What follows belongs to an exercise in optimizing a design on an open flow for small area; a production flow would make more cautious choices. Where RTL was checked, it was by simulation tests only, not by an equivalence proof against the original. For run 2, only the layout was checked, not whether the RTL still works. Power and IR drop assume default switching activity.

==> flow/design.v, too long to show whole: its modules and the start of the top module <==
// module speed_select: 20 lines
// module my_uart_rx: 85 lines
// module my_uart_tx: 84 lines
// module adt_tx_ram: 28 lines
// module can_rw: 167 lines
// module SJA1000: 704 lines
// module fakong: 215 lines
// module wenmiao: 251 lines
// module adt_term: 206 lines
// module dataControl: 274 lines
// module cpmTop: 153 lines
module cpmTop(
	input clk,
	input reset_n,
	input rx_wenmiao,
	input rx_fakong,
	input rx_adt,
	output tx_wenmiao,
	output tx_fakong,
	output tx_adt,
	input[7:0]  SJA1000_add_data_i,
	output[7:0] SJA1000_add_data_o,
	output      SJA1000_add_data_oe,
	output can_ale,can_cs_n,can_rd_n,can_wr_n,can_rst,
	output convert_dir
    );
  // ...
==> flow/run.sh <==
#!/bin/bash
# synth_recipe.tcl (not shown) runs the flow's synth.tcl, then flattens the netlist and writes it again
# the make line also repeats each setting of config.mk as NAME=value (left out here)
make -C /OpenROAD-flow-scripts/flow DESIGN_CONFIG=/design/flow/config.mk WORK_HOME=/design/flow/orfs CLKGATE_MAP_FILE= SYNTH_SCRIPT=/design/flow/synth_recipe.tcl finish
==> flow/config.mk <==
export PLATFORM = sky130hd
export DESIGN_NAME = cpmTop
export DESIGN_NICKNAME = cpmTop
export VERILOG_FILES = /design/flow/design.v
export SDC_FILE = /design/flow/constraint.sdc
export NUM_CORES = 4
export LEC_CHECK = 0
export CAP_MARGIN = 20
export CORE_MARGIN = 2
export CORE_UTILIZATION = 40
export SLEW_MARGIN = 20
==> flow/constraint.sdc <==
create_clock -name core_clock -period 20.0 [get_ports {clk}]
set_input_delay 4.0000 -clock core_clock [delete_from_list [all_inputs] [get_ports {clk}]]
set_output_delay 4.0000 -clock core_clock [all_outputs]
set_load 0.01 [all_outputs]
==> out/summary.txt, run 1 <==
Post-Synthesis Cells: 8,638
Final setup violating endpoints: 0
Design Power: 12.0 mW
Final count of pins violating max slew: 0
Most frequent CP cell: buf_4
Clock Skew: 0.0437 ns
Final #Nets: 9,028
Seq/total area: 53.2%
Global routing's busiest layer: met2
I/O Buffers: 29
Chip Width: 556 um
Post-synthesis register bit count: 2,798
Post-synth EDFFs: 584
RR Endpoint: dataControl_inst.wm_sum[7]
Commonest non-fill, non-tap cells in the layout: dfrtp_1 (2,179), mux2_2 (1,523), edfxtp_1 (584), nand2_1 (517), nor2_1 (447)
Clk buf depth: 4
Pwr dens: 87.4 nW/um^2
Yosys warns: 11
Synth Area in Compound Gates: 4.90%
Setup repair bufs after CTS: 0
Inverters: 366
Worst-Skew Late Latency: 0.91 ns
Count leader, synth: dfrtp_1
Routed Antenna Nets: 0
First-pass GRT wire length: 434,000 um
Main combinational cell family by area after synthesis: multiplexers
Drt first-iter violations: 4,977
Core ar.: 303,000 um^2
Post-synthesis mux area share: 20.2%
Met2 Use GR: 29.5%
Clk tree area frac: 7.76%
Run status: finished clean
Hold wc startpoint: fakong_inst.fakong_rx.rs232_rx0
Clk slew on worst S/H paths: 0.06 ns
Worst Setup SP: reset_n
Max-cap violations: 0
Critical path endpoint category: asynchronous set/reset pin
CP max stage delay: 0.87 ns
Cts bufs inserted: 305
Most common cell after layout, fill and taps aside: dfrtp_1
Signal buffers: 133
Top layer in use: met4
==> module speed_select, before the edit <==
module speed_select(
				clk,rst_n,
				bps_start,clk_bps
			);
input clk;	 
input rst_n;	
input bps_start;	
output clk_bps;	 
reg[12:0] cnt;			
reg clk_bps_r;			
always @ (posedge clk or negedge rst_n)
	if(!rst_n) cnt <= 13'd0;
	else if((cnt == 15) || !bps_start) cnt <= 13'd0;	
	else cnt <= cnt+1'b1;			
always @ (posedge clk or negedge rst_n)
	if(!rst_n) clk_bps_r <= 1'b0;
	else if(cnt == 7) clk_bps_r <= 1'b1;	 
	else clk_bps_r <= 1'b0;
assign clk_bps = clk_bps_r;
endmodule
==> module my_uart_rx, before the edit <==
module my_uart_rx(
				clk,rst_n,
				rs232_rx,rx_data,rx_int,
				clk_bps,bps_start,
				rx_data_valid
			);
input clk;		 
input rst_n;	
input rs232_rx;	 
input clk_bps;	 
output bps_start;		
output[7:0] rx_data;	
output rx_int;	 
output rx_data_valid;
reg 	rs232_rx0,rs232_rx1,rs232_rx2,rs232_rx3;	
wire 	neg_rs232_rx;	
always @ (posedge clk or negedge rst_n) begin
	if(!rst_n) begin
			rs232_rx0 <= 1'b0;
			rs232_rx1 <= 1'b0;
			rs232_rx2 <= 1'b0;
			rs232_rx3 <= 1'b0;
		end
	else begin
			rs232_rx0 <= rs232_rx;
			rs232_rx1 <= rs232_rx0;
			rs232_rx2 <= rs232_rx1;
			rs232_rx3 <= rs232_rx2;
		end
end
assign neg_rs232_rx = rs232_rx3 & rs232_rx2 & ~rs232_rx1 & ~rs232_rx0;	 
reg bps_start_r;
reg[3:0] num;	
reg rx_int;		 
reg rx_data_valid;
always @ (posedge clk or negedge rst_n)
	if(!rst_n) begin
			bps_start_r <= 1'b0;
			rx_int <= 1'b0;
			rx_data_valid <= 1'b0;
	end
			else if(neg_rs232_rx ) begin		 
			bps_start_r <= 1'b1;	
			rx_int <= 1'b1;			
			rx_data_valid <= 1'b0;
	end
	else if(num==4'd10) begin		
			bps_start_r <= 1'b0;	
			rx_int <= 1'b0;			
			rx_data_valid <= 1'b1;
	end
	else begin
			rx_data_valid <= 1'b0;
	end
assign bps_start = bps_start_r;
reg[7:0] rx_data_r;		
reg[7:0] rx_temp_data;	
always @ (posedge clk or negedge rst_n)
	if(!rst_n) begin
			rx_temp_data <= 8'd0;
			num <= 4'd0;
			rx_data_r <= 8'd0;
		end
	else if(rx_int) begin	
		if(clk_bps) begin	 
					num <= num+1'b1;
					case (num)
						4'd1: rx_temp_data[0] <= rs232_rx;	 
						4'd2: rx_temp_data[1] <= rs232_rx;	 
						4'd3: rx_temp_data[2] <= rs232_rx;	 
						4'd4: rx_temp_data[3] <= rs232_rx;	 
						4'd5: rx_temp_data[4] <= rs232_rx;	 
						4'd6: rx_temp_data[5] <= rs232_rx;	 
						4'd7: rx_temp_data[6] <= rs232_rx;	 
						4'd8: rx_temp_data[7] <= rs232_rx;	 
						default: ;
					endcase
		end
		else if (num == 4'd10) begin	 	 
				num <= 4'd0;				 
				rx_data_r <= rx_temp_data;	 
		end
	end
assign rx_data = rx_data_r;
endmodule
==> module my_uart_tx, before the edit <==
module my_uart_tx(
				clk,rst_n,
				tx_data,tx_int,rs232_tx,
				clk_bps, bps_start, tx_done
			);
input clk;			 
input rst_n;		
input clk_bps;		 
input[7:0] tx_data;	 
input tx_int;		
output rs232_tx;	 
output bps_start;	
output tx_done;
reg[7:0] tx_data_buf;	
reg tx_int_1, tx_int_2;
reg bps_start_r;
reg tx_en;	
reg[3:0] num;
reg tx_done;
always @ (posedge clk or negedge rst_n) begin
	if (~rst_n) begin
		tx_int_1 <= 1'b0;
		tx_int_2 <= 1'b0;
	end
	else begin
		tx_int_1 <= tx_int;
		tx_int_2 <= tx_int_1;
	end
end	
always @ (posedge clk or negedge rst_n) begin
	if(~rst_n) begin
			bps_start_r <= 1'b0;
			tx_en <= 1'b0;
			tx_data_buf <= 8'd0;
		end
	else if(tx_int_1 && ~tx_int_2) begin	
			bps_start_r <= 1'b1;
			tx_data_buf <= tx_data;	
			tx_en <= 1'b1;		
		end
	else if(num==4'd12) begin	
			bps_start_r <= 1'b0;
			tx_en <= 1'b0;
		end
end
assign bps_start = bps_start_r;
reg rs232_tx_r;
always @ (posedge clk or negedge rst_n) begin
	if(!rst_n) begin
			num <= 4'd0;
			rs232_tx_r <= 1'b1;
			tx_done <= 1'b0;
	end
	else if(tx_en) begin
			if(clk_bps)	begin
					num <= num+1'b1;
					case (num)
						4'd0: rs232_tx_r <= 1'b0; 	
						4'd1: rs232_tx_r <= tx_data_buf[0];	 
						4'd2: rs232_tx_r <= tx_data_buf[1];	 
						4'd3: rs232_tx_r <= tx_data_buf[2];	 
						4'd4: rs232_tx_r <= tx_data_buf[3];	 
						4'd5: rs232_tx_r <= tx_data_buf[4];	 
						4'd6: rs232_tx_r <= tx_data_buf[5];	 
						4'd7: rs232_tx_r <= tx_data_buf[6];	 
						4'd8: rs232_tx_r <= tx_data_buf[7];	 
						4'd9: rs232_tx_r <= 1'b1;	
						4'd10: rs232_tx_r <= 1'b1;	 
						default: rs232_tx_r <= 1'b1;
					endcase
			end
			else begin
				if (num == 4'd12) begin
					num <= 4'd0;
					tx_done <= 1'b1;
				end
			end
	end
	else begin
		tx_done <= 1'b0;
	end
end
assign rs232_tx = rs232_tx_r;
endmodule
==> module cpmTop, before the edit <==
module cpmTop(
	input clk,
	input reset_n,
	input rx_wenmiao,
	input rx_fakong,
	input rx_adt,
	output tx_wenmiao,
	output tx_fakong,
	output tx_adt,
	input[7:0]  SJA1000_add_data_i,
	output[7:0] SJA1000_add_data_o,
	output      SJA1000_add_data_oe,
	output can_ale,can_cs_n,can_rd_n,can_wr_n,can_rst,
	output convert_dir
    );
	wire		rd_valid;
	reg[7:0]	can_in;
	wire		en_out;
	wire[7:0] 	can_out;
	always @ (posedge clk or negedge reset_n)
		if(!reset_n)
			can_in		<= 8'd0;
		else if(rd_valid)
			can_in		<= SJA1000_add_data_i;
	assign	SJA1000_add_data_o	= can_out;
	assign	SJA1000_add_data_oe	= en_out;
SJA1000 SJA1000_inst (
    .clk(clk), 
    .reset_n(reset_n), 
    .can_rx_done(), 
    .can_rx_data(), 
    .can_tx_data(40'd0), 
    .can_tx_done(), 
    .can_error(), 
    .convert_dir(convert_dir), 
    .can_in(can_in), 
    .can_out(can_out), 
    .en_out(en_out), 
    .rd_valid(rd_valid), 
    .can_ale(can_ale), 
    .can_wr_n(can_wr_n), 
    .can_rd_n(can_rd_n), 
    .can_cs_n(can_cs_n), 
    .can_rst(can_rst)
    );
wire[255:0]	fakong_tx_frame;
wire[71:0]	fakong_rx_frame;
wire		fakong_tx_start;
wire		fakong_tx_busy;
wire		fakong_rx_frame_done;
wire		fakong_check_sum_error;
wire		fakong_comNoResponse;
fakong fakong_inst (
    .clk(clk), 
    .reset_n(reset_n), 
    .rx(rx_fakong), 
    .tx_frame_start(fakong_tx_start), 
    .tx_frame(fakong_tx_frame), 
    .tx(tx_fakong), 
    .tx_busy(fakong_tx_busy), 
    .rx_frame_done(fakong_rx_frame_done), 
    .rx_frame(fakong_rx_frame), 
    .check_sum_error(fakong_check_sum_error), 
    .comNoResponse(fakong_comNoResponse)
    );
wire[319:0]	feikong_rx_frame		= 320'd0;
wire		feikong_rx_frame_done	= 1'b0;
wire		feikong_check_sum_error	= 1'b0;
wire		feikong_comNoResponse	= 1'b0;
wire		feikong_tx_frame_start;
wire[79:0]	feikong_tx_frame;
wire		feikong_tx_busy			= 1'b0;
wire		feikong_last2Error		= 1'b0;
wire[159:0]	wenmiao_tx_frame;
wire[455:0]	wenmiao_rx_frame;
wire		wenmiao_tx_start;
wire		wenmiao_tx_busy;
wire		wenmiao_rx_frame_done;
wire		wenmiao_check_sum_error;
wire		wenmiao_comNoResponse;
wenmiao wenmiao_inst(
    .clk			(clk), 
    .reset_n		(reset_n), 
    .rx				(rx_wenmiao), 
    .tx_frame_start	(wenmiao_tx_start), 
    .tx_frame		(wenmiao_tx_frame), 
    .tx				(tx_wenmiao), 
    .tx_busy		(wenmiao_tx_busy), 
    .rx_frame_done	(wenmiao_rx_frame_done), 
    .rx_frame		(wenmiao_rx_frame), 
    .check_sum_error(wenmiao_check_sum_error), 
    .comNoResponse	(wenmiao_comNoResponse)
    );
wire[199:0]	adt_rx_frame;
wire		adt_rx_frame_done;
wire		adt_tx_busy;
wire		adt_wr_ram;
wire[15:0]	adt_addr_ram;
wire[7:0]	adt_data_ram;
wire		adt_tx_frame_start;
wire		adt_comNoResponse;
wire		adt_check_sum_error;
adt_term adt_inst (
    .clk(clk), 
    .reset_n(reset_n), 
    .rx(rx_adt), 
    .tx_frame_start(adt_tx_frame_start), 
    .data_ram(adt_data_ram), 
	.addr_ram(adt_addr_ram),
	.wr_ram(adt_wr_ram),
    .tx(tx_adt), 
    .tx_busy(adt_tx_busy), 
    .rx_frame_done(adt_rx_frame_done), 
    .rx_frame(adt_rx_frame),
	.comNoResponse(adt_comNoResponse),
	.check_sum_error(adt_check_sum_error)
    );
dataControl dataControl_inst (
	.clk(clk), 
    .reset_n(reset_n), 
    .wenmiao_tx_frame(wenmiao_tx_frame), 
    .wenmiao_tx_start(wenmiao_tx_start), 
    .wenmiao_rx_frame(wenmiao_rx_frame), 
    .wenmiao_tx_busy(wenmiao_tx_busy), 
    .wenmiao_rx_frame_done(wenmiao_rx_frame_done), 
    .wenmiao_check_sum_error(wenmiao_check_sum_error), 
    .wenmiao_comNoResponse(wenmiao_comNoResponse), 
	.feikong_tx_frame(feikong_tx_frame),
	.feikong_tx_busy(feikong_tx_busy),
	.feikong_tx_frame_start(feikong_tx_frame_start),
    .feikong_rx_frame(feikong_rx_frame), 
    .feikong_rx_frame_done(feikong_rx_frame_done), 
    .feikong_check_sum_error(feikong_check_sum_error), 
    .feikong_comNoResponse(feikong_comNoResponse), 
	.feikong_last2Error(feikong_last2Error),
    .fakong_tx_frame(fakong_tx_frame), 
    .fakong_tx_start(fakong_tx_start), 
    .fakong_rx_frame(fakong_rx_frame), 
    .fakong_tx_busy(fakong_tx_busy), 
    .fakong_rx_frame_done(fakong_rx_frame_done), 
    .fakong_check_sum_error(fakong_check_sum_error), 
    .fakong_comNoResponse(fakong_comNoResponse), 
    .adt_rx_frame(adt_rx_frame), 
    .adt_rx_frame_done(adt_rx_frame_done),
	.adt_tx_busy(adt_tx_busy),
	.adt_wr_ram(adt_wr_ram),
	.adt_addr_ram(adt_addr_ram),
	.adt_data_ram(adt_data_ram),
	.adt_tx_frame_start(adt_tx_frame_start),
	.adt_check_sum_error(adt_check_sum_error),
	.adt_comNoResponse(adt_comNoResponse)
    );
endmodule
==> run 2, diff against run 1 <==
==> flow/design.v (replaced) <==
`timescale 1ns / 1ps
module speed_select(
	input		clk,
	input		rst_n,
	input		bps_start,
	output reg	clk_bps
	);
	reg[3:0]	cnt;
	always @ (posedge clk or negedge rst_n)
		if(!rst_n)			cnt <= 4'd0;
		else if(!bps_start)	cnt <= 4'd0;
		else				cnt <= cnt + 1'b1;
	always @ (posedge clk or negedge rst_n)
		if(!rst_n)	clk_bps <= 1'b0;
		else		clk_bps <= (cnt == 4'd7);
endmodule
`timescale 1ns / 1ps
module my_uart_rx(
	input			clk,
	input			rst_n,
	input			rs232_rx,
	output reg[7:0]	rx_data,
	output reg		rx_data_valid
	);
	reg		rx0, rx1, rx2, rx3;
	always @ (posedge clk or negedge rst_n)
		if(!rst_n) begin
			rx0 <= 1'b0; rx1 <= 1'b0; rx2 <= 1'b0; rx3 <= 1'b0;
		end else begin
			rx0 <= rs232_rx; rx1 <= rx0; rx2 <= rx1; rx3 <= rx2;
		end
	wire	neg_rx = rx3 & rx2 & ~rx1 & ~rx0;
	reg			rx_int;
	reg[3:0]	num;
	wire		clk_bps;
	speed_select sp(.clk(clk), .rst_n(rst_n), .bps_start(rx_int), .clk_bps(clk_bps));
	always @ (posedge clk or negedge rst_n)
		if(!rst_n) begin
			rx_int <= 1'b0;
			rx_data_valid <= 1'b0;
		end else if(neg_rx) begin
			rx_int <= 1'b1;
			rx_data_valid <= 1'b0;
		end else if(num == 4'd10) begin
			rx_int <= 1'b0;
			rx_data_valid <= 1'b1;
		end else
			rx_data_valid <= 1'b0;
	reg[7:0]	tmp;
	always @ (posedge clk)
		if(rx_int && clk_bps)
			case(num)
			4'd1: tmp[0] <= rs232_rx;
			4'd2: tmp[1] <= rs232_rx;
			4'd3: tmp[2] <= rs232_rx;
			4'd4: tmp[3] <= rs232_rx;
			4'd5: tmp[4] <= rs232_rx;
			4'd6: tmp[5] <= rs232_rx;
			4'd7: tmp[6] <= rs232_rx;
			4'd8: tmp[7] <= rs232_rx;
			default: ;
			endcase
	always @ (posedge clk)
		if(rx_int && !clk_bps && num == 4'd10)
			rx_data <= tmp;
	always @ (posedge clk or negedge rst_n)
		if(!rst_n)
			num <= 4'd0;
		else if(rx_int) begin
			if(clk_bps)				num <= num + 1'b1;
			else if(num == 4'd10)	num <= 4'd0;
		end
endmodule
`timescale 1ns / 1ps
module my_uart_tx #(parameter LEN = 20, parameter CW = 5) (
	input				clk,
	input				rst_n,
	input				frame_start,
	input[7:0]			byte_in,
	output reg			busy,
	output reg[CW-1:0]	cnt,
	output				cap,
	output reg			tx_en,
	output				late,
	output reg			tx
	);
	wire		tx_done_w;
	reg			byte_start;
	reg[7:0]	ivl;
	always @ (posedge clk or negedge rst_n)
		if(!rst_n)					busy <= 1'b0;
		else if(frame_start)		busy <= 1'b1;
		else if(cnt == LEN)			busy <= 1'b0;
	always @ (posedge clk or negedge rst_n)
		if(!rst_n)					cnt <= 0;
		else if(tx_done_w)			cnt <= cnt + 1'b1;
		else if(cnt == LEN)			cnt <= 0;
	always @ (posedge clk or negedge rst_n)
		if(!rst_n)					ivl <= 8'd0;
		else if(tx_done_w)			ivl <= 8'd0;
		else if(!byte_start)		ivl <= ivl + 1'b1;
		else						ivl <= 8'd0;
	always @ (posedge clk or negedge rst_n)
		if(!rst_n)					byte_start <= 1'b0;
		else if(tx_done_w)			byte_start <= 1'b0;
		else if((ivl > 8'd5) && busy) byte_start <= 1'b1;
	reg			int1, int2;
	reg[3:0]	num;
	reg			tx_done;
	wire		clk_bps;
	assign		tx_done_w = tx_done;
	assign		cap = int1 & ~int2;
	speed_select sp(.clk(clk), .rst_n(rst_n), .bps_start(tx_en), .clk_bps(clk_bps));
	always @ (posedge clk or negedge rst_n)
		if(!rst_n) begin int1 <= 1'b0; int2 <= 1'b0; end
		else begin int1 <= byte_start; int2 <= int1; end
	always @ (posedge clk or negedge rst_n)
		if(!rst_n)				tx_en <= 1'b0;
		else if(cap)			tx_en <= 1'b1;
		else if(num == 4'd12)	tx_en <= 1'b0;
	assign		late = (tx_en && (num >= 4'd9)) || tx_done;
	always @ (posedge clk or negedge rst_n)
		if(!rst_n) begin
			num <= 4'd0;
			tx <= 1'b1;
			tx_done <= 1'b0;
		end else if(tx_en) begin
			if(clk_bps) begin
				num <= num + 1'b1;
				case(num)
				4'd0: tx <= 1'b0;
				4'd1: tx <= byte_in[0];
				4'd2: tx <= byte_in[1];
				4'd3: tx <= byte_in[2];
				4'd4: tx <= byte_in[3];
				4'd5: tx <= byte_in[4];
				4'd6: tx <= byte_in[5];
				4'd7: tx <= byte_in[6];
				4'd8: tx <= byte_in[7];
				default: tx <= 1'b1;
				endcase
			end else if(num == 4'd12) begin
				num <= 4'd0;
				tx_done <= 1'b1;
			end
		end else
			tx_done <= 1'b0;
endmodule
`timescale 1ns / 1ps
module dline #(parameter N = 54) (
	input			clk,
	input[7:0]		din,
	output[7:0]		tap
	);
	reg[8*N-1:0]	sr;
	always @ (posedge clk)
		sr <= {din, sr[8*N-1:8]};
	assign tap = sr[7:0];
endmodule
`timescale 1ns / 1ps
module can_rw(
	input		clk,
	input 		reset_n,
	input		rd_start,
	input		wr_start,
	input[7:0]	address,
	input[7:0]	tx_data,
	input[7:0]	can_in,
	output reg[7:0]	rx_data,
	output reg		en_out,		
	output reg[7:0]	can_out,
	output reg		rd_valid,
	output reg		convert_dir,
	output reg 		can_ale,
	output reg 		can_wr_n,can_rd_n,can_cs_n,
	output reg		rd_done,wr_done
    );
	reg[3:0] 	op_state;
	always @ (posedge clk or negedge reset_n)
		if(!reset_n)
			begin
			op_state		<= 4'd0;
			convert_dir		<= 1'b1;
			en_out			<= 1'b0;
			can_out			<= 8'd0;
			can_ale			<= 1'b0;
			can_cs_n		<= 1'b1;
			can_rd_n		<= 1'b1;
			rd_valid		<= 1'b0;
			rx_data			<= 8'd0;
			rd_done			<= 1'b0;
			wr_done			<= 1'b0;
			can_wr_n		<= 1'b1;
			end
		else if(rd_start)
			case(op_state)
			4'd0:
				begin
				convert_dir	<= 1'b0;
				op_state	<= op_state + 1'b1;
				end
			4'd1,4'd6:
				op_state	<= op_state + 1'b1;
			4'd2:
				begin
				can_out		<= address;
				en_out		<= 1'b1;
				can_ale		<= 1'b1;
				op_state	<= op_state + 1'b1;
				end
			4'd3:
				begin
				can_ale		<= 1'b0;
				op_state	<= op_state + 1'b1;
				end
			4'd4:
				begin
				can_cs_n	<= 1'b0;
				en_out		<= 1'b0;
				convert_dir	<= 1'b1;
				op_state	<= op_state + 1'b1;
				end
			4'd5:
				begin
				can_rd_n	<= 1'b0;
				op_state	<= op_state + 1'b1;
				end
			4'd7:
				begin
				rd_valid	<= 1'b1;
				op_state	<= op_state + 1'b1;
				end
			4'd8:
				begin
				rd_valid	<= 1'b0;
				op_state	<= op_state + 1'b1;
				end
			4'd9:
				begin
				rx_data		<= can_in;
				can_rd_n	<= 1'b1;
				op_state	<= op_state + 1'b1;
				end
			4'd10:
				begin
				can_cs_n	<= 1'b1;
				op_state	<= op_state + 1'b1;
				rd_done		<= 1'b1;
				end
			4'd11:
				begin
				op_state	<= 4'd0;
				rd_done		<= 1'b0;
				end
			default:;
			endcase
		else if(wr_start)
			case(op_state)
			4'd0,4'd1:
				begin
				convert_dir	<= 1'b0;
				op_state	<= op_state + 1'b1;
				end
			4'd2:
				begin
				can_out		<= address;
				can_ale		<= 1'b1;
				en_out		<= 1'b1;
				op_state	<= op_state + 1'b1;				
				end
			4'd3:
				begin
				can_ale		<= 1'b0;
				op_state	<= op_state + 1'b1;
				end
			4'd4:
				begin
				can_cs_n	<= 1'b0;
				op_state	<= op_state + 1'b1;
				end
			4'd5:
				begin
				can_wr_n	<= 1'b0;
				op_state	<= op_state + 1'b1;
				end
			4'd6:
				begin
				can_out		<= tx_data;
				op_state	<= op_state + 1'b1;
				end
			4'd7:
				op_state	<= op_state + 1'b1;
			4'd8:
				begin
				can_wr_n	<= 1'b1;
				op_state	<= op_state + 1'b1;
				end
			4'd9:
				begin
				can_cs_n	<= 1'b1;
				wr_done		<= 1'b1;
				en_out		<= 1'b0;
				convert_dir	<= 1'b1;
				op_state	<= op_state + 1'b1;
				end
			4'd10:
				begin
				wr_done		<= 1'b0;
				op_state	<= 4'd0;
				end
			default:;
			endcase
		else
			begin
			op_state		<= 0;
			convert_dir		<= 1'b1;
			en_out			<= 1'b0;
			can_out			<= 8'd0;
			can_ale			<= 1'b0;
			can_cs_n		<= 1'b1;
			can_rd_n		<= 1'b1;
			rd_valid		<= 1'b0;
			rx_data			<= 8'd0;
			rd_done			<= 1'b0;
			can_wr_n		<= 1'b1;
			end
endmodule
`timescale 1ns / 1ps
module SJA1000(
	input clk,
	input reset_n,
	output reg		 can_rx_done,
	output reg[47:0] can_rx_data,
	input[39:0]		can_tx_data,
	output reg		can_tx_done,
	output			can_error,
	output		convert_dir,
	input[7:0] 	can_in,
	output[7:0] can_out,
	output		en_out,
	output		rd_valid,
	output can_ale,
	output can_wr_n,can_rd_n,can_cs_n,
	output can_rst
    );
	assign	can_rst		= 1'b1;
	assign	can_error	= 1'b0;
	reg[3:0]	can_state;
	reg[3:0]	init_state;
	reg			init_start;
	reg 		init_done;
	reg[7:0]	init_address;
	reg[7:0]	init_tx_data;
	reg			init_rd_start;
	reg			init_wr_start;
	reg[7:0]	CR_temp;
	reg			SR_RBS_done;
	reg			SR_RBS_start;
	reg[3:0]	SR_RBS_state;
	reg[7:0]	SR_RBS_address;
	reg			SR_RBS_rd_start;
	reg			RD_DATA_done;
	reg			RD_DATA_start;
	reg[3:0]	RD_DATA_state;
	reg[7:0]	rd_data_address;
	reg			rd_data_rd_start;
	reg[47:0]	can_rx_data_r;
	reg 		CMR_RRB_start;
	reg			CMR_RRB_done;
	reg[3:0]	CMR_RRB_state;
	reg[7:0]	CMR_RRB_address;
	reg			CMR_RRB_wr_start;
	reg[7:0]	CMR_RRB_tx_data;
	reg			SR_TBS_start;
	reg			SR_TBS_done;
	reg[3:0]	SR_TBS_state;
	reg[7:0]	SR_TBS_address;
	reg			SR_TBS_rd_start;
	reg			WR_DATA_start;
	reg			WR_DATA_done;
	reg[3:0]	WR_DATA_state;
	reg[7:0]	wr_data_address;
	reg			wr_data_wr_start;
	reg[7:0]	wr_data_tx_data;
	reg 		CMR_TR_start;
	reg			CMR_TR_done;
	reg[3:0]	CMR_TR_state;
	reg[7:0]	CMR_TR_address;
	reg			CMR_TR_wr_start;
	reg[7:0]	CMR_TR_tx_data;
	wire		ctrl_rd_start;
	wire		ctrl_wr_start;
	wire[7:0]	ctrl_address;
	wire[7:0]	ctrl_tx_data;
	wire[7:0]	ctrl_rx_data;
	wire		ctrl_rd_done;
	wire		ctrl_wr_done;
	always @ (posedge clk or negedge reset_n)
		if(!reset_n)
			begin
			can_state		<= 4'b0000;
			init_start		<= 1'b0;
			SR_RBS_start	<= 1'b0;
			RD_DATA_start	<= 1'b0;
			CMR_RRB_start	<= 1'b0;
			SR_TBS_start	<= 1'b0;
			WR_DATA_start	<= 1'b0;
			CMR_TR_start	<= 1'b0;
			can_rx_done		<= 1'b0;
			can_rx_data		<= 48'd0;
			can_tx_done		<= 1'b0;
			end
		else
			case(can_state)
			4'b0000:
				begin
				init_start	<= 1'b1;
				if(init_done)
					begin
					can_state	<= 4'b0001;
					init_start	<= 1'b0;
					end
				end
			4'b0001:			
				begin
				SR_RBS_start	<= 1'b1;
				if(SR_RBS_done)
					begin
					SR_RBS_start<= 1'b0;
					can_state	<= 4'b0010;
					end					
				end
			4'b0010:
				begin
				RD_DATA_start	<= 1'b1;
				if(RD_DATA_done)
					begin
					RD_DATA_start	<= 1'b0;
					can_state		<= 4'b0011;
					can_rx_data		<= can_rx_data_r;
					can_rx_done		<= 1'b1;
					end
				end
			4'b0011:
				begin
				can_rx_done		<= 1'b0;
				CMR_RRB_start	<= 1'b1;
				if(CMR_RRB_done)
					begin
					CMR_RRB_start	<= 1'b0;
					can_state		<= 4'b0100;
					end
				end
			4'b0100:
				begin
				SR_TBS_start	<= 1'b1;
				if(SR_TBS_done)
					begin
					SR_TBS_start	<= 1'b0;
					can_state		<= 4'b0101;
					end
				end
			4'b0101:
				begin
				WR_DATA_start	<= 1'b1;
				if(WR_DATA_done)
					begin
					WR_DATA_start	<= 1'b0;
					can_state		<= 4'b0110;
					can_tx_done		<= 1'b1;
					end
				end
			4'b0110:
				begin
				can_tx_done		<= 1'b0;
				CMR_TR_start	<= 1'b1;
				if(CMR_TR_done)
					begin
					CMR_TR_start	<= 1'b0;
					can_state		<= 4'b0001;
					end
				end
			default:;
			endcase
	assign	ctrl_address	= (can_state==4'b0000)?init_address:((can_state==4'b0001)?SR_RBS_address:
							((can_state==4'b0010)?rd_data_address:((can_state==4'b0011)?CMR_RRB_address:
							((can_state==4'b0100)?SR_TBS_address:((can_state==4'b0101)?wr_data_address:
							((can_state==4'b0110)?CMR_TR_address:0))))));
	assign	ctrl_rd_start	= (can_state==4'b0000)?init_rd_start:((can_state==4'b0001)?SR_RBS_rd_start:
							((can_state==4'b0010)?rd_data_rd_start:((can_state==4'b0011)?0:
							((can_state==4'b0100)?SR_TBS_start:((can_state==4'b0101)?0:
							((can_state==4'b0110)?0:0))))));
	assign	ctrl_wr_start	= (can_state==4'b0000)?init_wr_start:((can_state==4'b0001)?0 :
							((can_state==4'b0010)?0:((can_state==4'b0011)?CMR_RRB_wr_start:
							((can_state==4'b0100)?0:((can_state==4'b0101)?wr_data_wr_start:
							((can_state==4'b0110)?CMR_TR_wr_start:0))))));
	assign	ctrl_tx_data	= (can_state==4'b0000)?init_tx_data:((can_state==4'b0001)?0 :
							((can_state==4'b0010)?0:((can_state==4'b0011)?CMR_RRB_tx_data:
							((can_state==4'b0100)?0:((can_state==4'b0101)?wr_data_tx_data:
							((can_state==4'b0110)?CMR_TR_tx_data:0))))));
can_rw can_rw_inst (
    .clk(clk), 
    .reset_n(reset_n), 
    .rd_start(ctrl_rd_start), 
    .wr_start(ctrl_wr_start), 
    .address(ctrl_address), 
    .tx_data(ctrl_tx_data), 
    .can_in(can_in), 
    .rx_data(ctrl_rx_data), 
    .en_out(en_out), 
    .can_out(can_out), 
    .rd_valid(rd_valid), 
    .convert_dir(convert_dir), 
    .can_ale(can_ale), 
    .can_wr_n(can_wr_n), 
    .can_rd_n(can_rd_n), 
    .can_cs_n(can_cs_n), 
    .rd_done(ctrl_rd_done), 
    .wr_done(ctrl_wr_done)
    );
	always @ (posedge clk or negedge reset_n)
		if(!reset_n)
			begin
			init_state		<= 0;
			init_done		<= 1'b0;
			init_address	<= 0;
			init_tx_data	<= 0;
			init_rd_start	<= 0;
			init_wr_start	<= 0;
			CR_temp			<= 8'h0;
			end
		else if(init_start)
			case(init_state)
			4'b0000:
				begin
				init_address	<= 8'h00;
				init_tx_data	<= 8'h09;
				init_wr_start	<= 1'b1;
				if(ctrl_wr_done)
					begin
					init_state	<= 4'b0001;
					init_wr_start	<= 1'b0;
					end
				end
			4'b0001:
				begin
				init_address	<= 8'h00;
				init_rd_start	<= 1'b1;
				if(ctrl_rd_done && (ctrl_rx_data[0] == 1'b1))
					begin
					init_state	<= 4'b0010;
					init_rd_start	<= 1'b0;
					end
				else if(ctrl_rd_done && (ctrl_rx_data[0] == 1'b0))
					begin
					init_state	<= 4'b0000;
					init_rd_start	<= 1'b0;
					end
				end
			4'b0010:
				begin
				init_address	<= 8'h1F;
				init_tx_data	<= 8'hC8;
				init_wr_start	<= 1'b1;
				if(ctrl_wr_done)
					begin
					init_state	<= 4'b0011;
					init_wr_start	<= 1'b0;
					end
				end
			4'b0011:
				begin
				init_address	<= 8'h1F;
				init_rd_start	<= 1'b1;
				if(ctrl_rd_done && (ctrl_rx_data == 8'hC8))
					begin
					init_state	<= 4'b0100;
					init_rd_start	<= 1'b0;
					init_address	<= 8'h14;
					end
				else if(ctrl_rd_done && (ctrl_rx_data != 8'hC8))
					begin
					init_state	<= 4'b0010;
					init_rd_start	<= 1'b0;
					end
				end
			4'b0100: 
				begin
				init_tx_data	<= 8'hFF;
				init_wr_start	<= 1'b1;
				if(ctrl_wr_done)
					begin
					init_address	<= init_address + 1'b1;
					init_wr_start	<= 1'b0;
					if(init_address	== 8'h17)
						init_state	<= 4'b0101;
					end				
				end
			4'b0101: 
				begin
				init_address	<= 8'h06;
				init_tx_data	<= 8'h01;
				init_wr_start	<= 1'b1;
				if(ctrl_wr_done)
					begin
					init_wr_start	<= 1'b0;
					init_state		<= 4'b0110;
					end
				end
			4'b0110:
				begin
				init_address	<= 8'h07;
				init_tx_data	<= 8'h1C;
				init_wr_start	<= 1'b1;
				if(ctrl_wr_done)
					begin
					init_wr_start	<= 1'b0;
					init_state		<= 4'b0111;
					end
				end
			4'b0111:
				begin
				init_address	<= 8'h08;
				init_tx_data	<= 8'h1A;
				init_wr_start	<= 1'b1;
				if(ctrl_wr_done)
					begin
					init_wr_start	<= 1'b0;
					init_state		<= 4'b1000;
					end
				end
			4'b1000:
				begin
				init_address	<= 8'h00;
				init_rd_start	<= 1'b1;
				if(ctrl_rd_done)
					begin
					init_rd_start	<= 1'b0;
					CR_temp			<= ctrl_rx_data;
					init_state		<= 4'b1001;
					end
				end
			4'b1001:
				begin
				init_address	<= 8'h00;
				init_tx_data	<= CR_temp & 8'hFE;
				init_wr_start	<= 1'b1;
				if(ctrl_wr_done)
					begin
					init_wr_start	<= 1'b0;
					init_state		<= 4'b1010;
					init_done		<= 1'b1;
					end
				end
			4'b1010:
				begin
				init_done	<= 1'b0;
				init_state		<= 4'b1011;
				end
			default:;
			endcase
	always @ (posedge clk or negedge reset_n)
		if(!reset_n)
			begin
			SR_RBS_state 	<= 0;
			SR_RBS_address	<= 8'h0;
			SR_RBS_rd_start	<= 1'b0;
			SR_RBS_done		<= 1'b0;
			end
		else if(SR_RBS_start)
			case(SR_RBS_state)
			4'b0000:
				begin
				SR_RBS_address	<= 8'h02;
				SR_RBS_rd_start	<= 1'b1;
				if(ctrl_rd_done && ctrl_rx_data[0])
					begin
					SR_RBS_done	<= 1'b1;
					SR_RBS_rd_start	<= 1'b0;
					SR_RBS_state	<= 4'b0001;
					end
				end
			4'b0001:
				begin
				SR_RBS_done		<= 1'b0;
				SR_RBS_state	<= 4'b0000;
				end
			default:;
			endcase
	always @ (posedge clk or negedge reset_n)
		if(!reset_n)
			begin
			RD_DATA_state	<= 0;
			rd_data_address	<= 0;
			rd_data_rd_start<= 0;
			RD_DATA_done	<= 1'b0;
			can_rx_data_r	<= 48'd0;
			end
		else if(RD_DATA_start)
			case(RD_DATA_state)
			4'b0000:
				begin
				rd_data_address		<= 8'h11;
				rd_data_rd_start	<= 1'b1;
				if(ctrl_rd_done && ctrl_rx_data==8'h06)	 
					begin
					rd_data_rd_start	<= 1'b0;
					RD_DATA_state		<= 4'b0001;
					end
				end
			4'b0001:
				begin
				rd_data_address		<= 8'h12;
				rd_data_rd_start	<= 1'b1;
				if(ctrl_rd_done && ctrl_rx_data==8'h02)
					begin
					rd_data_rd_start	<= 1'b0;
					RD_DATA_state		<= 4'b0010;
					end
				end
			4'b0010:
				begin
				rd_data_address		<= 8'h13;
				rd_data_rd_start	<= 1'b1;
				if(ctrl_rd_done && ctrl_rx_data==8'h04)
					begin
					rd_data_rd_start	<= 1'b0;
					RD_DATA_state		<= 4'b0011;
					end
				end
			4'b0011:
				begin
				rd_data_address		<= 8'h14;
				rd_data_rd_start	<= 1'b1;
				if(ctrl_rd_done && ctrl_rx_data==8'h00)
					begin
					rd_data_rd_start	<= 1'b0;
					RD_DATA_state		<= 4'b0100;
					end
				end
			4'b0100:
				begin
				rd_data_address		<= 8'h15;
				rd_data_rd_start	<= 1'b1;
				if(ctrl_rd_done)
					begin
					rd_data_rd_start	<= 1'b0;
					RD_DATA_state		<= 4'b0101;
					can_rx_data_r[7:0]	<= ctrl_rx_data; 
					end
				end
			4'b0101:
				begin
				rd_data_address		<= 8'h16;
				rd_data_rd_start	<= 1'b1;
				if(ctrl_rd_done)
					begin
					rd_data_rd_start	<= 1'b0;
					RD_DATA_state		<= 4'b0110;
					can_rx_data_r[15:8]	<= ctrl_rx_data; 
					end
				end
			4'b0110:
				begin
				rd_data_address		<= 8'h17;
				rd_data_rd_start	<= 1'b1;
				if(ctrl_rd_done)
					begin
					rd_data_rd_start	<= 1'b0;
					RD_DATA_state		<= 4'b0111;
					can_rx_data_r[23:16]	<= ctrl_rx_data; 
					end
				end
			4'b0111:
				begin
				rd_data_address		<= 8'h18;
				rd_data_rd_start	<= 1'b1;
				if(ctrl_rd_done)
					begin
					rd_data_rd_start	<= 1'b0;
					RD_DATA_state		<= 4'b1000;
					can_rx_data_r[31:24]	<= ctrl_rx_data; 
					end
				end
			4'b1000:
				begin
				rd_data_address		<= 8'h19;
				rd_data_rd_start	<= 1'b1;
				if(ctrl_rd_done)
					begin
					rd_data_rd_start	<= 1'b0;
					RD_DATA_state		<= 4'b1001;
					can_rx_data_r[39:32]	<= ctrl_rx_data; 
					end
				end
			4'b1001:
				begin
				rd_data_address		<= 8'h1A;
				rd_data_rd_start	<= 1'b1;
				if(ctrl_rd_done)
					begin
					rd_data_rd_start	<= 1'b0;
					RD_DATA_state		<= 4'b1010;
					can_rx_data_r[47:40]	<= ctrl_rx_data;
					RD_DATA_done		<= 1'b1;
					end
				end
			4'b1010:
				begin
				RD_DATA_done		<= 1'b0;
				RD_DATA_state		<= 4'b0;
				end
			default:;
		endcase
	always @ (posedge clk or negedge reset_n)
		if(!reset_n)
			begin
			CMR_RRB_address		<= 8'h0;
			CMR_RRB_wr_start	<= 1'b0;
			CMR_RRB_tx_data		<= 8'h0;
			CMR_RRB_done		<= 1'b0;
			CMR_RRB_state		<= 4'h0;
			end
		else if(CMR_RRB_start)
			case(CMR_RRB_state)
			4'b0000:
				begin
				CMR_RRB_address		<= 8'h01;
				CMR_RRB_wr_start	<= 1'b1;
				CMR_RRB_tx_data		<= 8'h04;
				if(ctrl_wr_done)
					begin
					CMR_RRB_wr_start	<= 1'b0;
					CMR_RRB_done		<= 1'b1;
					CMR_RRB_state		<= 4'b0001;
					end
				end
			4'b0001:
				begin
				CMR_RRB_done		<= 1'b0;
				CMR_RRB_state		<= 4'b0000;
				end
			default:;
			endcase
	always @ (posedge clk or negedge reset_n)
		if(!reset_n)
			begin
			SR_TBS_address	<= 8'h0;
			SR_TBS_rd_start	<= 1'b0;
			SR_TBS_done		<= 1'b0;
			SR_TBS_state 	<= 0;
			end
		else if(SR_TBS_start)
			case(SR_TBS_state)
			4'b0000:
				begin
				SR_TBS_address	<= 8'h02;
				SR_TBS_rd_start	<= 1'b1;
				if(ctrl_rd_done && ctrl_rx_data[2])
					begin
					SR_TBS_done		<= 1'b1;
					SR_TBS_rd_start	<= 1'b0;
					SR_TBS_state	<= 4'b0001;
					end
				end
			4'b0001:
				begin
				SR_TBS_state	<= 4'b0000;
				SR_TBS_done		<= 1'b0;
				end
			default:;
			endcase
	always @ (posedge clk or negedge reset_n)
		if(!reset_n)
			begin
			WR_DATA_state	<= 4'b0000;
			WR_DATA_done	<= 1'b0;
			wr_data_address	<= 8'h0;
			wr_data_wr_start<= 1'b0;
			wr_data_tx_data	<= 8'h0;
			end
		else if(WR_DATA_start)
			case(WR_DATA_state)
			4'b0000:
				begin
				wr_data_address	<= 8'h10;
				wr_data_wr_start<= 1'b1;
				wr_data_tx_data	<= 8'h85;
				if(ctrl_wr_done)
					begin
					wr_data_wr_start<= 1'b0;
					WR_DATA_state	<= 4'b0001;
					end
				end
			4'b0001:
				begin
				wr_data_address	<= 8'h11;
				wr_data_wr_start<= 1'b1;
				wr_data_tx_data	<= 8'h06;
				if(ctrl_wr_done)
					begin
					wr_data_wr_start<= 1'b0;
					WR_DATA_state	<= 4'b0010;
					end
				end
			4'b0010:
				begin
				wr_data_address	<= 8'h12;
				wr_data_wr_start<= 1'b1;
				wr_data_tx_data	<= 8'h04;
				if(ctrl_wr_done)
					begin
					wr_data_wr_start<= 1'b0;
					WR_DATA_state	<= 4'b0011;
					end
				end
			4'b0011:
				begin
				wr_data_address	<= 8'h13;
				wr_data_wr_start<= 1'b1;
				wr_data_tx_data	<= 8'h10;
				if(ctrl_wr_done)
					begin
					wr_data_wr_start<= 1'b0;
					WR_DATA_state	<= 4'b0100;
					end
				end
			4'b0100:
				begin
				wr_data_address	<= 8'h14;
				wr_data_wr_start<= 1'b1;
				wr_data_tx_data	<= 0;
				if(ctrl_wr_done)
					begin
					wr_data_wr_start<= 1'b0;
					WR_DATA_state	<= 4'b0101;
					end
				end
			4'b0101:
				begin
				wr_data_address	<= 8'h15;
				wr_data_wr_start<= 1'b1;
				wr_data_tx_data	<= can_tx_data[7:0];
				if(ctrl_wr_done)
					begin
					wr_data_wr_start<= 1'b0;
					WR_DATA_state	<= 4'b0110;
					end
				end
			4'b0110:
				begin
				wr_data_address	<= 8'h16;
				wr_data_wr_start<= 1'b1;
				wr_data_tx_data	<= can_tx_data[15:8];
				if(ctrl_wr_done)
					begin
					wr_data_wr_start<= 1'b0;
					WR_DATA_state	<= 4'b0111;
					end
				end
			4'b0111:
				begin
				wr_data_address	<= 8'h17;
				wr_data_wr_start<= 1'b1;
				wr_data_tx_data	<= can_tx_data[23:16];
				if(ctrl_wr_done)
					begin
					wr_data_wr_start<= 1'b0;
					WR_DATA_state	<= 4'b1000;
					end
				end
			4'b1000:
				begin
				wr_data_address	<= 8'h18;
				wr_data_wr_start<= 1'b1;
				wr_data_tx_data	<= can_tx_data[31:24];
				if(ctrl_wr_done)
					begin
					wr_data_wr_start<= 1'b0;
					WR_DATA_state	<= 4'b1001;
					end
				end
			4'b1001:
				begin
				wr_data_address	<= 8'h19;
				wr_data_wr_start<= 1'b1;
				wr_data_tx_data	<= can_tx_data[39:32];
				if(ctrl_wr_done)
					begin
					wr_data_wr_start<= 1'b0;
					WR_DATA_state	<= 4'b1010;
					WR_DATA_done	<= 1'b1;
					end
				end
			4'b1010:
				begin
				WR_DATA_done		<= 1'b0;
				WR_DATA_state	<= 4'b0000;
				end			
			default:;
			endcase
	always @ (posedge clk or negedge reset_n)
		if(!reset_n)
			begin
			CMR_TR_address		<= 8'h0;
			CMR_TR_wr_start	<= 1'b0;
			CMR_TR_tx_data		<= 8'h0;
			CMR_TR_done		<= 1'b0;
			CMR_TR_state		<= 4'h0;
			end
		else if(CMR_TR_start)
			case(CMR_TR_state)
			4'b0000:
				begin
				CMR_TR_address		<= 8'h01;
				CMR_TR_wr_start	<= 1'b1;
				CMR_TR_tx_data		<= 8'h04;
				if(ctrl_wr_done)
					begin
					CMR_TR_wr_start	<= 1'b0;
					CMR_TR_done		<= 1'b1;
					CMR_TR_state		<= 4'b0001;
					end
				end
			4'b0001:
				begin
				CMR_TR_done		<= 1'b0;
				CMR_TR_state		<= 4'b0000;
				end
			default:;
			endcase
endmodule
`timescale 1ns / 1ps
module rx_frame #(
	parameter		CW		= 6,
	parameter[7:0]	LEN		= 8'd57,
	parameter[7:0]	SOF_L	= 8'h9F,
	parameter[7:0]	SOF_H	= 8'hE4
	)(
	input				clk,
	input				reset_n,
	input				rx,
	output[7:0]			rx_byte,
	output				rx_valid,
	output reg[1:0]		state,
	output reg[CW-1:0]	cnt,
	output				wr,
	output				wr_last,
	output reg			done,
	output				done_first
	);
	my_uart_rx u_rx(.clk(clk), .rst_n(reset_n), .rs232_rx(rx),
					.rx_data(rx_byte), .rx_data_valid(rx_valid));
	reg		lastL, sof;
	always @ (posedge clk or negedge reset_n)
		if(!reset_n) begin
			lastL <= 1'b0;
			sof <= 1'b0;
		end else begin
			if(rx_valid) lastL <= (rx_byte == SOF_L);
			sof <= rx_valid && (rx_byte == SOF_H) && lastL;
		end
	reg			cerr;
	reg[12:0]	t1;
	wire		tmo = (t1 > 13'd6000);
	always @ (posedge clk or negedge reset_n)
		if(!reset_n)						state <= 2'd0;
		else if(sof && (cnt < 3))			state <= 2'd1;
		else if(cnt == LEN - 1)				state <= 2'd2;
		else if(done)						state <= 2'd0;
		else if(cerr || tmo)				state <= 2'd0;
	reg[7:0]	sum;
	always @ (posedge clk or negedge reset_n)
		if(!reset_n)
			cnt <= 0;
		else case(state)
			2'd0: cnt <= 2;
			2'd1, 2'd2: if(rx_valid) cnt <= cnt + 1'b1;
			default: ;
		endcase
	always @ (posedge clk)
		case(state)
		2'd0: sum <= SOF_H + SOF_L;
		2'd1: if(rx_valid) sum <= sum + rx_byte;
		default: ;
		endcase
	always @ (posedge clk or negedge reset_n)
		if(!reset_n) begin
			done <= 1'b0;
			cerr <= 1'b0;
		end else begin
			done <= (cnt == LEN) && (sum == rx_byte);
			cerr <= (cnt == LEN) && (sum != rx_byte);
		end
	always @ (posedge clk or negedge reset_n)
		if(!reset_n)						t1 <= 13'd0;
		else if(done || tmo || rx_valid)	t1 <= 13'd0;
		else								t1 <= t1 + 1'b1;
	assign	wr			= rx_valid && (state == 2'd1);
	assign	wr_last		= rx_valid && (state == 2'd2);
	assign	done_first	= done && (state == 2'd2);
endmodule
`timescale 1ns / 1ps
module dataControl(
	input			clk,
	input			reset_n,
	output			period_start,
	output			smp,
	output[6:0]		idx,
	output reg		adt_start
	);
	reg[14:0]	timerCnt;
	always @ (posedge clk or negedge reset_n)
		if(!reset_n)					timerCnt <= 15'd0;
		else if(timerCnt == 15'd24999)	timerCnt <= 15'd0;
		else							timerCnt <= timerCnt + 1'b1;
	assign	period_start = (timerCnt == 15'd24998);
	reg[1:0]	clkCnt;
	always @ (posedge clk or negedge reset_n)
		if(!reset_n)	clkCnt <= 2'd0;
		else			clkCnt <= clkCnt + 1'b1;
	wire	tick = (clkCnt == 2'd1);
	reg			wr_r, wr;
	reg[6:0]	addr;
	always @ (posedge clk or negedge reset_n)
		if(!reset_n)				wr_r <= 1'b0;
		else if(period_start)		wr_r <= 1'b1;
		else if(addr == 7'd65)		wr_r <= 1'b0;
	always @ (posedge clk or negedge reset_n)
		if(!reset_n)	wr <= 1'b0;
		else if(tick)	wr <= wr_r;
	always @ (posedge clk or negedge reset_n)
		if(!reset_n)	addr <= 7'd0;
		else if(!tick)	;
		else if(wr)		addr <= addr + 1'b1;
		else			addr <= 7'd0;
	always @ (posedge clk or negedge reset_n)
		if(!reset_n)	adt_start <= 1'b0;
		else			adt_start <= (addr == 7'd66);
	assign	smp = wr && (clkCnt == 2'd0);
	assign	idx = addr;
endmodule
`timescale 1ns / 1ps
module cpmTop(
	input clk,
	input reset_n,
	input rx_wenmiao,
	input rx_fakong,
	input rx_adt,
	output tx_wenmiao,
	output tx_fakong,
	output tx_adt,
	input[7:0]  SJA1000_add_data_i,
	output[7:0] SJA1000_add_data_o,
	output      SJA1000_add_data_oe,
	output can_ale,can_cs_n,can_rd_n,can_wr_n,can_rst,
	output convert_dir
    );
	wire		rd_valid;
	reg[7:0]	can_in;
	always @ (posedge clk or negedge reset_n)
		if(!reset_n)		can_in <= 8'd0;
		else if(rd_valid)	can_in <= SJA1000_add_data_i;
SJA1000 SJA1000_inst (
    .clk(clk),
    .reset_n(reset_n),
    .can_rx_done(),
    .can_rx_data(),
    .can_tx_data(40'd0),
    .can_tx_done(),
    .can_error(),
    .convert_dir(convert_dir),
    .can_in(can_in),
    .can_out(SJA1000_add_data_o),
    .en_out(SJA1000_add_data_oe),
    .rd_valid(rd_valid),
    .can_ale(can_ale),
    .can_wr_n(can_wr_n),
    .can_rd_n(can_rd_n),
    .can_cs_n(can_cs_n),
    .can_rst(can_rst)
    );
	wire		period_start, smp, adt_start;
	wire[6:0]	idx;
	dataControl dc (.clk(clk), .reset_n(reset_n), .period_start(period_start),
					.smp(smp), .idx(idx), .adt_start(adt_start));
	wire[7:0]	w_byte;
	wire		w_valid, w_wr, w_wrl, w_done, w_df;
	wire[1:0]	w_state;
	wire[5:0]	w_cnt;
	rx_frame #(.CW(6), .LEN(8'd57), .SOF_L(8'h9F), .SOF_H(8'hE4)) w_rx (
		.clk(clk), .reset_n(reset_n), .rx(rx_wenmiao), .rx_byte(w_byte), .rx_valid(w_valid),
		.state(w_state), .cnt(w_cnt), .wr(w_wr), .wr_last(w_wrl), .done(w_done), .done_first(w_df));
	reg[5:0]	wcol;
	always @ (posedge clk or negedge reset_n)
		if(!reset_n)			wcol <= 6'd3;
		else if(wcol == 6'd56)	wcol <= 6'd3;
		else					wcol <= wcol + 1'b1;
	reg			wptr;		 
	reg			wv;			 
	reg[7:0]	wlg56;		 
	reg			wpend;		 
	always @ (posedge clk or negedge reset_n)
		if(!reset_n) begin
			wptr <= 1'b0;
			wv <= 1'b0;
			wpend <= 1'b0;
		end else begin
			if(w_df) begin
				wptr <= ~wptr;
				wv <= 1'b1;
			end
			if(w_wr && (w_cnt <= 6'd55))		wpend <= 1'b1;
			else if(wpend && (wcol == w_cnt))	wpend <= 1'b0;
		end
	always @ (posedge clk)
		if(w_df) wlg56 <= w_byte;
	wire		wput = wpend && (wcol == w_cnt);
	wire[7:0]	wa_tap, wb_tap, ws_tap;
	dline #(.N(54)) wl_a (.clk(clk), .din((wput &&  wptr) ? w_byte : wa_tap), .tap(wa_tap));
	dline #(.N(54)) wl_b (.clk(clk), .din((wput && !wptr) ? w_byte : wb_tap), .tap(wb_tap));
	wire[7:0]	f_byte;
	wire		f_valid, f_wr, f_wrl, f_done, f_df;
	wire[1:0]	f_state;
	wire[3:0]	f_cnt;
	rx_frame #(.CW(4), .LEN(8'd9), .SOF_L(8'h8E), .SOF_H(8'hAA)) f_rx (
		.clk(clk), .reset_n(reset_n), .rx(rx_fakong), .rx_byte(f_byte), .rx_valid(f_valid),
		.state(f_state), .cnt(f_cnt), .wr(f_wr), .wr_last(f_wrl), .done(f_done), .done_first(f_df));
	reg[3:0]	fcol;
	always @ (posedge clk or negedge reset_n)
		if(!reset_n)			fcol <= 4'd3;
		else if(fcol == 4'd8)	fcol <= 4'd3;
		else					fcol <= fcol + 1'b1;
	reg			fptr, fv, fpend;
	reg[7:0]	flg8;
	always @ (posedge clk or negedge reset_n)
		if(!reset_n) begin
			fptr <= 1'b0;
			fv <= 1'b0;
			fpend <= 1'b0;
		end else begin
			if(f_df) begin
				fptr <= ~fptr;
				fv <= 1'b1;
			end
			if(f_wr && (f_cnt <= 4'd7))			fpend <= 1'b1;
			else if(fpend && (fcol == f_cnt))	fpend <= 1'b0;
		end
	always @ (posedge clk)
		if(f_df) flg8 <= f_byte;
	wire		fput = fpend && (fcol == f_cnt);
	wire[7:0]	fa_tap, fb_tap, fs_tap;
	dline #(.N(6)) fl_a (.clk(clk), .din((fput &&  fptr) ? f_byte : fa_tap), .tap(fa_tap));
	dline #(.N(6)) fl_b (.clk(clk), .din((fput && !fptr) ? f_byte : fb_tap), .tap(fb_tap));
	wire[7:0]	a_byte;
	wire		a_valid, a_wr, a_wrl, a_done, a_df;
	wire[1:0]	a_state;
	wire[4:0]	a_cnt;
	rx_frame #(.CW(5), .LEN(8'd25), .SOF_L(8'h64), .SOF_H(8'h00)) a_rx (
		.clk(clk), .reset_n(reset_n), .rx(rx_adt), .rx_byte(a_byte), .rx_valid(a_valid),
		.state(a_state), .cnt(a_cnt), .wr(a_wr), .wr_last(a_wrl), .done(a_done), .done_first(a_df));
	reg[4:0]	acol;
	always @ (posedge clk or negedge reset_n)
		if(!reset_n)			acol <= 5'd3;
		else if(acol == 5'd19)	acol <= 5'd3;
		else					acol <= acol + 1'b1;
	reg			aptr, av, apend;
	reg[7:0]	aip20, aip21, alg20, alg21;
	always @ (posedge clk or negedge reset_n)
		if(!reset_n) begin
			aptr <= 1'b0;
			av <= 1'b0;
			apend <= 1'b0;
		end else begin
			if(a_df) begin
				aptr <= ~aptr;
				av <= 1'b1;
			end
			if(a_wr && (a_cnt <= 5'd18))		apend <= 1'b1;
			else if(apend && (acol == a_cnt))	apend <= 1'b0;
		end
	always @ (posedge clk) begin
		if(a_wr && (a_cnt == 5'd20)) aip20 <= a_byte;
		if(a_wr && (a_cnt == 5'd21)) aip21 <= a_byte;
		if(a_df) begin
			alg20 <= aip20;
			alg21 <= aip21;
		end
	end
	wire		aput = apend && (acol == a_cnt);
	wire[7:0]	aa_tap, ab_tap, wt_tap;
	dline #(.N(17)) al_a (.clk(clk), .din((aput &&  aptr) ? a_byte : aa_tap), .tap(aa_tap));
	dline #(.N(17)) al_b (.clk(clk), .din((aput && !aptr) ? a_byte : ab_tap), .tap(ab_tap));
	wire		wt_busy, wt_cap, wt_en, wt_late;
	wire[4:0]	wt_cnt;
	reg[7:0]	wt_byte;
	my_uart_tx #(.LEN(20), .CW(5)) wt (.clk(clk), .rst_n(reset_n), .frame_start(period_start),
		.byte_in(wt_byte), .busy(wt_busy), .cnt(wt_cnt), .cap(wt_cap), .tx_en(wt_en), .late(wt_late), .tx(tx_wenmiao));
	reg[1:0]	wbr;
	reg			wbuilt, wp, wpv;
	reg[4:0]	wcpc;
	always @ (posedge clk or negedge reset_n)
		if(!reset_n) begin
			wbr <= 2'd0;
			wbuilt <= 1'b0;
			wcpc <= 5'd0;
		end else begin
			wbr <= {wbr[0], wt_busy};
			if(wbr[1] & ~wbr[0]) begin
				wbuilt <= 1'b1;
				wcpc <= 5'd17;
			end else if(wcpc != 5'd0)
				wcpc <= wcpc - 1'b1;
		end
	always @ (posedge clk)
		if(wbr[1] & ~wbr[0]) begin
			wp <= aptr;
			wpv <= av;
		end
	wire[7:0]	wt_src = wpv ? (wp ? ab_tap : aa_tap) : 8'd0;
	dline #(.N(17)) wtl (.clk(clk), .din((wcpc != 5'd0) ? wt_src : wt_tap), .tap(wt_tap));
	reg[7:0]	pfw, accw;
	always @ (posedge clk) begin
		if({1'b0, acol} == {1'b0, wt_cnt} + (wt_late ? 6'd2 : 6'd1)) pfw <= wt_tap;
		if(wt_cap && (wt_cnt != 5'd19)) accw <= ((wt_cnt == 5'd0) ? 8'd0 : accw) + wt_byte;
	end
	always @ (*)
		if(wt_cnt == 5'd19)		wt_byte = accw;
		else if(!wbuilt)		wt_byte = 8'd0;
		else if(wt_cnt == 5'd0)	wt_byte = 8'h64;
		else if(wt_cnt == 5'd1)	wt_byte = 8'h00;
		else					wt_byte = pfw;
	wire		ft_busy, ft_cap, ft_en, ft_late;
	wire[5:0]	ft_cnt;
	reg[7:0]	ft_byte;
	my_uart_tx #(.LEN(32), .CW(6)) ft (.clk(clk), .rst_n(reset_n), .frame_start(period_start),
		.byte_in(ft_byte), .busy(ft_busy), .cnt(ft_cnt), .cap(ft_cap), .tx_en(ft_en), .late(ft_late), .tx(tx_fakong));
	reg[1:0]	fbr;
	reg			fbuilt, fp, fpv;
	reg[5:0]	fcpc;
	reg[7:0]	fw4, fw5, fw6, fw7, fw14, fw15, fa20, fa21, accf;
	always @ (posedge clk or negedge reset_n)
		if(!reset_n) begin
			fbr <= 2'd0;
			fbuilt <= 1'b0;
			fcpc <= 6'd0;
		end else begin
			fbr <= {fbr[0], ft_busy};
			if(fbr[1] & ~fbr[0]) begin
				fbuilt <= 1'b1;
				fcpc <= 6'd54;
			end else if(fcpc != 6'd0)
				fcpc <= fcpc - 1'b1;
		end
	wire[7:0]	fw_src = fpv ? (fp ? wb_tap : wa_tap) : 8'd0;
	always @ (posedge clk) begin
		if(fbr[1] & ~fbr[0]) begin
			fp <= wptr;
			fpv <= wv;
			fa20 <= av ? alg20 : 8'd0;
			fa21 <= av ? alg21 : 8'd0;
		end
		if(fcpc != 6'd0)
			case(wcol)
			6'd5:  fw4  <= fw_src;
			6'd6:  fw5  <= fw_src;
			6'd7:  fw6  <= fw_src;
			6'd8:  fw7  <= fw_src;
			6'd15: fw14 <= fw_src;
			6'd16: fw15 <= fw_src;
			default: ;
			endcase
		if(ft_cap && (ft_cnt != 6'd31)) accf <= ((ft_cnt == 6'd0) ? 8'd0 : accf) + ft_byte;
	end
	always @ (*)
		if(ft_cnt == 6'd31)		ft_byte = accf;
		else if(!fbuilt)		ft_byte = 8'd0;
		else case(ft_cnt)
			6'd0:			ft_byte = 8'hAA;
			6'd1:			ft_byte = 8'h8E;
			6'd10, 6'd11:	ft_byte = 8'h55;
			6'd14:			ft_byte = fw4;
			6'd15:			ft_byte = fw5;
			6'd16:			ft_byte = fw6;
			6'd17:			ft_byte = fw7;
			6'd18:			ft_byte = fw14;
			6'd19:			ft_byte = fw15;
			6'd20, 6'd21:	ft_byte = 8'hAA;
			6'd22:			ft_byte = fa20;
			6'd23:			ft_byte = fa21;
			default:		ft_byte = 8'd0;
		endcase
	reg			s0, s1, s57, s58, p0, v0, fp0, fv0;
	reg[5:0]	jf;
	reg[3:0]	fjf;
	reg[7:0]	s56, sf65;
	always @ (posedge clk)
		if(smp) begin
			case(idx)
			7'd0: begin s0 <= wv; p0 <= wptr; v0 <= wv; end
			7'd1: s1 <= wv;
			7'd56: s56 <= wv ? wlg56 : 8'd0;
			7'd57: s57 <= fv;
			7'd58: s58 <= fv;
			7'd59: begin fp0 <= fptr; fv0 <= fv; end
			7'd65: sf65 <= fv ? flg8 : 8'd0;
			default: ;
			endcase
			if(idx == 7'd0)
				jf <= 6'd63;
			else if((idx <= 7'd55) && (wptr != p0) && (jf == 6'd63))
				jf <= idx[5:0] + 1'b1;
			if(idx == 7'd59)
				fjf <= 4'd15;
			else if((idx >= 7'd60) && (idx <= 7'd64) && (fptr != fp0) && (fjf == 4'd15))
				fjf <= idx[3:0] + 4'd8;	 
		end
	reg[5:0]	scpc;
	always @ (posedge clk or negedge reset_n)
		if(!reset_n)					scpc <= 6'd0;
		else if(smp && (idx == 7'd55))	scpc <= 6'd54;
		else if(scpc != 6'd0)			scpc <= scpc - 1'b1;
	wire[7:0]	s_old = v0 ? (p0 ? wb_tap : wa_tap) : 8'd0;
	wire[7:0]	s_new = p0 ? wa_tap : wb_tap;
	wire[7:0]	s_src = (wcol < jf) ? s_old : s_new;
	dline #(.N(54)) wl_s (.clk(clk), .din((scpc != 6'd0) ? s_src : ws_tap), .tap(ws_tap));
	reg[2:0]	xcpc;
	always @ (posedge clk or negedge reset_n)
		if(!reset_n)					xcpc <= 3'd0;
		else if(smp && (idx == 7'd64))	xcpc <= 3'd6;
		else if(xcpc != 3'd0)			xcpc <= xcpc - 1'b1;
	wire[7:0]	f_old = fv0 ? (fp0 ? fb_tap : fa_tap) : 8'd0;
	wire[7:0]	f_new = fp0 ? fa_tap : fb_tap;
	wire[7:0]	f_src = (fcol < fjf) ? f_old : f_new;
	dline #(.N(6)) fl_s (.clk(clk), .din((xcpc != 3'd0) ? f_src : fs_tap), .tap(fs_tap));
	wire		at_busy, at_cap, at_en, at_late;
	wire[6:0]	at_cnt;
	reg[7:0]	at_byte, pfa;
	my_uart_tx #(.LEN(66), .CW(7)) at (.clk(clk), .rst_n(reset_n), .frame_start(adt_start),
		.byte_in(at_byte), .busy(at_busy), .cnt(at_cnt), .cap(at_cap), .tx_en(at_en), .late(at_late), .tx(tx_adt));
	wire[6:0]	atg = at_cnt + at_late;
	always @ (posedge clk)
		if({1'b0, wcol} == atg + 7'd1)			pfa <= ws_tap;
		else if({3'b0, fcol} == atg - 7'd56)	pfa <= fs_tap;
	always @ (*)
		case(at_cnt)
		7'd0:	at_byte = s0 ? 8'h9F : 8'h00;
		7'd1:	at_byte = s1 ? 8'hE4 : 8'h00;
		7'd56:	at_byte = s56;
		7'd57:	at_byte = s57 ? 8'h8E : 8'h00;
		7'd58:	at_byte = s58 ? 8'hAA : 8'h00;
		7'd65:	at_byte = sf65;
		default: at_byte = pfa;
		endcase
endmodule
==> flow/config.mk (replaced) <==
export PLATFORM = sky130hd
export DESIGN_NAME = cpmTop
export DESIGN_NICKNAME = cpmTop
export VERILOG_FILES = /design/flow/design.v
export SDC_FILE = /design/flow/constraint.sdc
export NUM_CORES = 4
export LEC_CHECK = 0
export ABC_AREA = 1
export CAP_MARGIN = 20
export CORE_MARGIN = 2
export CORE_UTILIZATION = 65
export CTS_BUF_LIST = sky130_fd_sc_hd__clkbuf_8 sky130_fd_sc_hd__clkbuf_16
export CTS_CLUSTER_DIAMETER = 60
export CTS_CLUSTER_SIZE = 20
export SLEW_MARGIN = 20
==> run 2 against run 1 <==
  * Wire length decreased by 61%
  * Highest routed layer unchanged
  * Clock power decreased by 47%
  * Area after synthesis down 43%
  * Die area is 64% lower
  * Non-clock buffer count down 92
  * Utilization rose by 26 points
  * Synthesized cell count down 36%
  * Still clean on timing, DRC and antenna
==> out/summary.txt, run 2 <==
Antenna violations before repair: 2 (was 9)
Post-Syn Area: 70,000 um^2 (was 122,000 um^2)
Worst path required time: 16.00 ns (was 20.88 ns)
Drt first-iter violations: 2,512 (was 4,977)
Worst path buffer plus inverter count: 1 (was 5)
Via Count: 36,000 (was 69,500)
Worst-Skew Late Latency: 0.76 ns (was 0.91 ns)
Pre-CTS setup slack: 13.47 ns (was 11.62 ns)
Routed len/inst: 14.7 um (was 21.1 um)
Chip Width: 332 um (was 556 um)
Clk buf depth: 3 (was 4)
Yosys warns: 15 (was 11)
Area fraction of the dominant cell type after synthesis: 52.9% (was 45.3%)
CP max stage delay: 0.59 ns (was 0.87 ns)
Commonest non-fill, non-tap cells in the layout: dfxtp_1 (1,848), nand2_1 (769), inv_1 (588), nor2_1 (386), dfrtp_1 (385) (was dfrtp_1 (2,179), mux2_2 (1,523), edfxtp_1 (584), nand2_1 (517), nor2_1 (447))
Post-DR vias/cell: 5.02 (was 5.38)
Routed Antenna Nets: 0 (unchanged)
Setup repair bufs after CTS: 0 (unchanged)
Ports: 31 (unchanged)
Fraction of layout cells with a size suffix above 1: 4.79% (was 27.9%)
Post-synth EDFFs: 253 (was 584)
Post-route DRC: 0 (unchanged)
Final Non-Filler Cells: 7,184 (was 12,900)
Max-cap violations: 0 (unchanged)
Final setup margin: 14.13 ns (was 13.09 ns)
Worst-path fanout max: 2 (was 162)
Count leader, synth: dfxtp_1 (was dfrtp_1)
Design Power: 8.60 mW (was 12.0 mW)
Run status: finished clean (unchanged)
Critical path endpoint category: output pin (was asynchronous set/reset pin)
Post-synthesis register bit count: 2,499 (was 2,798)
Synth cell types: 67 (was 95)
First-pass GRT wire length: 176,000 um (was 434,000 um)
Most common cell after layout, fill and taps aside: dfxtp_1 (was dfrtp_1)
Clock Skew: 0.0217 ns (was 0.0437 ns)
Inst Count DP: 6,939 (was 12,400)
Post-Synthesis Cells: 5,552 (was 8,638)
Pwr dens: 112 nW/um^2 (was 87.4 nW/um^2)
Core ar.: 107,000 um^2 (was 303,000 um^2)
I/O Buffers: 29 (unchanged)
Final count of pins violating max slew: 0 (unchanged)
Worst slew margin relative to its limit: 31.2% (was 23.8%)
Clk slew on worst S/H paths: 0.08 ns (was 0.06 ns)
Largest net degree at the start of global routing: 120 (was 190)
Site Rows: 120 (was 202)
Final setup violating endpoints: 0 (unchanged)
Cts repair resizes: 0 (unchanged)
Final #Nets: 5,866 (was 9,028)
Cts bufs inserted: 156 (was 305)
[run 2: cell count changes after synthesis, moves of 151 or more]
cell      change
clkbuf_1    -294
dfrtp_1    -1822
dfxtp_1    +1848
edfxtp_1    -331
fa_1        -151
inv_1       +194
mux2_2     -1517
mux4_2      -295
nand2_1     +252
[run 2: power by group]
part	total (mW)	switching, mW	internal [mW]	leakage, nW
sequential	5.17	0.0463	5.12	22.3
combinational	0.304	0.202	0.102	8.02
clock	3.13	1.60	1.52	2.47
[run 2: through the flow]
stage	utilization [%]	instance area, um^2
CTS	71.7	76600
global route	71.7	76600
detailed placement	67.2	71900
finish	71.7	76600
floorplan	-	70000
global placement	67.2	71900
[run 2: final cells by class]
class	instances	area, um^2	area share [%]
flip-flops and latches	2499	54600	71.2
multi-input cells	2436	13100	17.0
clock buffers	168	4140	5.40
inverters	560	2100	2.74
well taps	1403	1760	2.29
clock inverters	76	619	0.808
repair buffers	41	389	0.508
diodes	1	2.50	0.00327
[run 2: layer usage]
layer	routed length, um	vias up	GRT usage, %
li1	-	18200	-
met1	51200	17100	28.2
met2	47500	633	30.6
met3	4460	198	3.36
met4	2340	0	5.75
met5	0	-	0
[run 2: path summary, 6_finish.rpt]
kind / from / endpoint / slack, ns / cells after the start
max: wt.tx / tx_wenmiao / 14.13 / 1
min: al_b.sr[21] / al_b.sr[13] / 0.31 / 0
max reg2reg: at.num[0] / pfa[2] / 16.25 / 17
min reg2reg: al_b.sr[21] / al_b.sr[13] / 0.31 / 0
max in group asynchronous: reset_n / f_rx.done / 14.35 / 3
min in group asynchronous: reset_n / SJA1000_inst.can_rw_inst.op_state[2] / 3.29 / 1
[run 2: kinds of logic after synthesis]
kind of cell               synth area share, %
DFF                                       78.0
and+or+nand+nor                           9.41
buffers and inverters                     3.36
AOI/OAI and AO/OA                         4.96
adders and majority gates                 2.91
xor gates and xnor gates                  1.25
muxes                                    0.111
other                                  0.00536

Setup slack of run 2, layout unchanged: 14.127 ns with ideal ports, 14.059 ns with driving cells assumed (clock clkbuf_16, inputs buf_2), 13.553 ns with port delays also shifted by the 0.820 ns mid clock arrival.
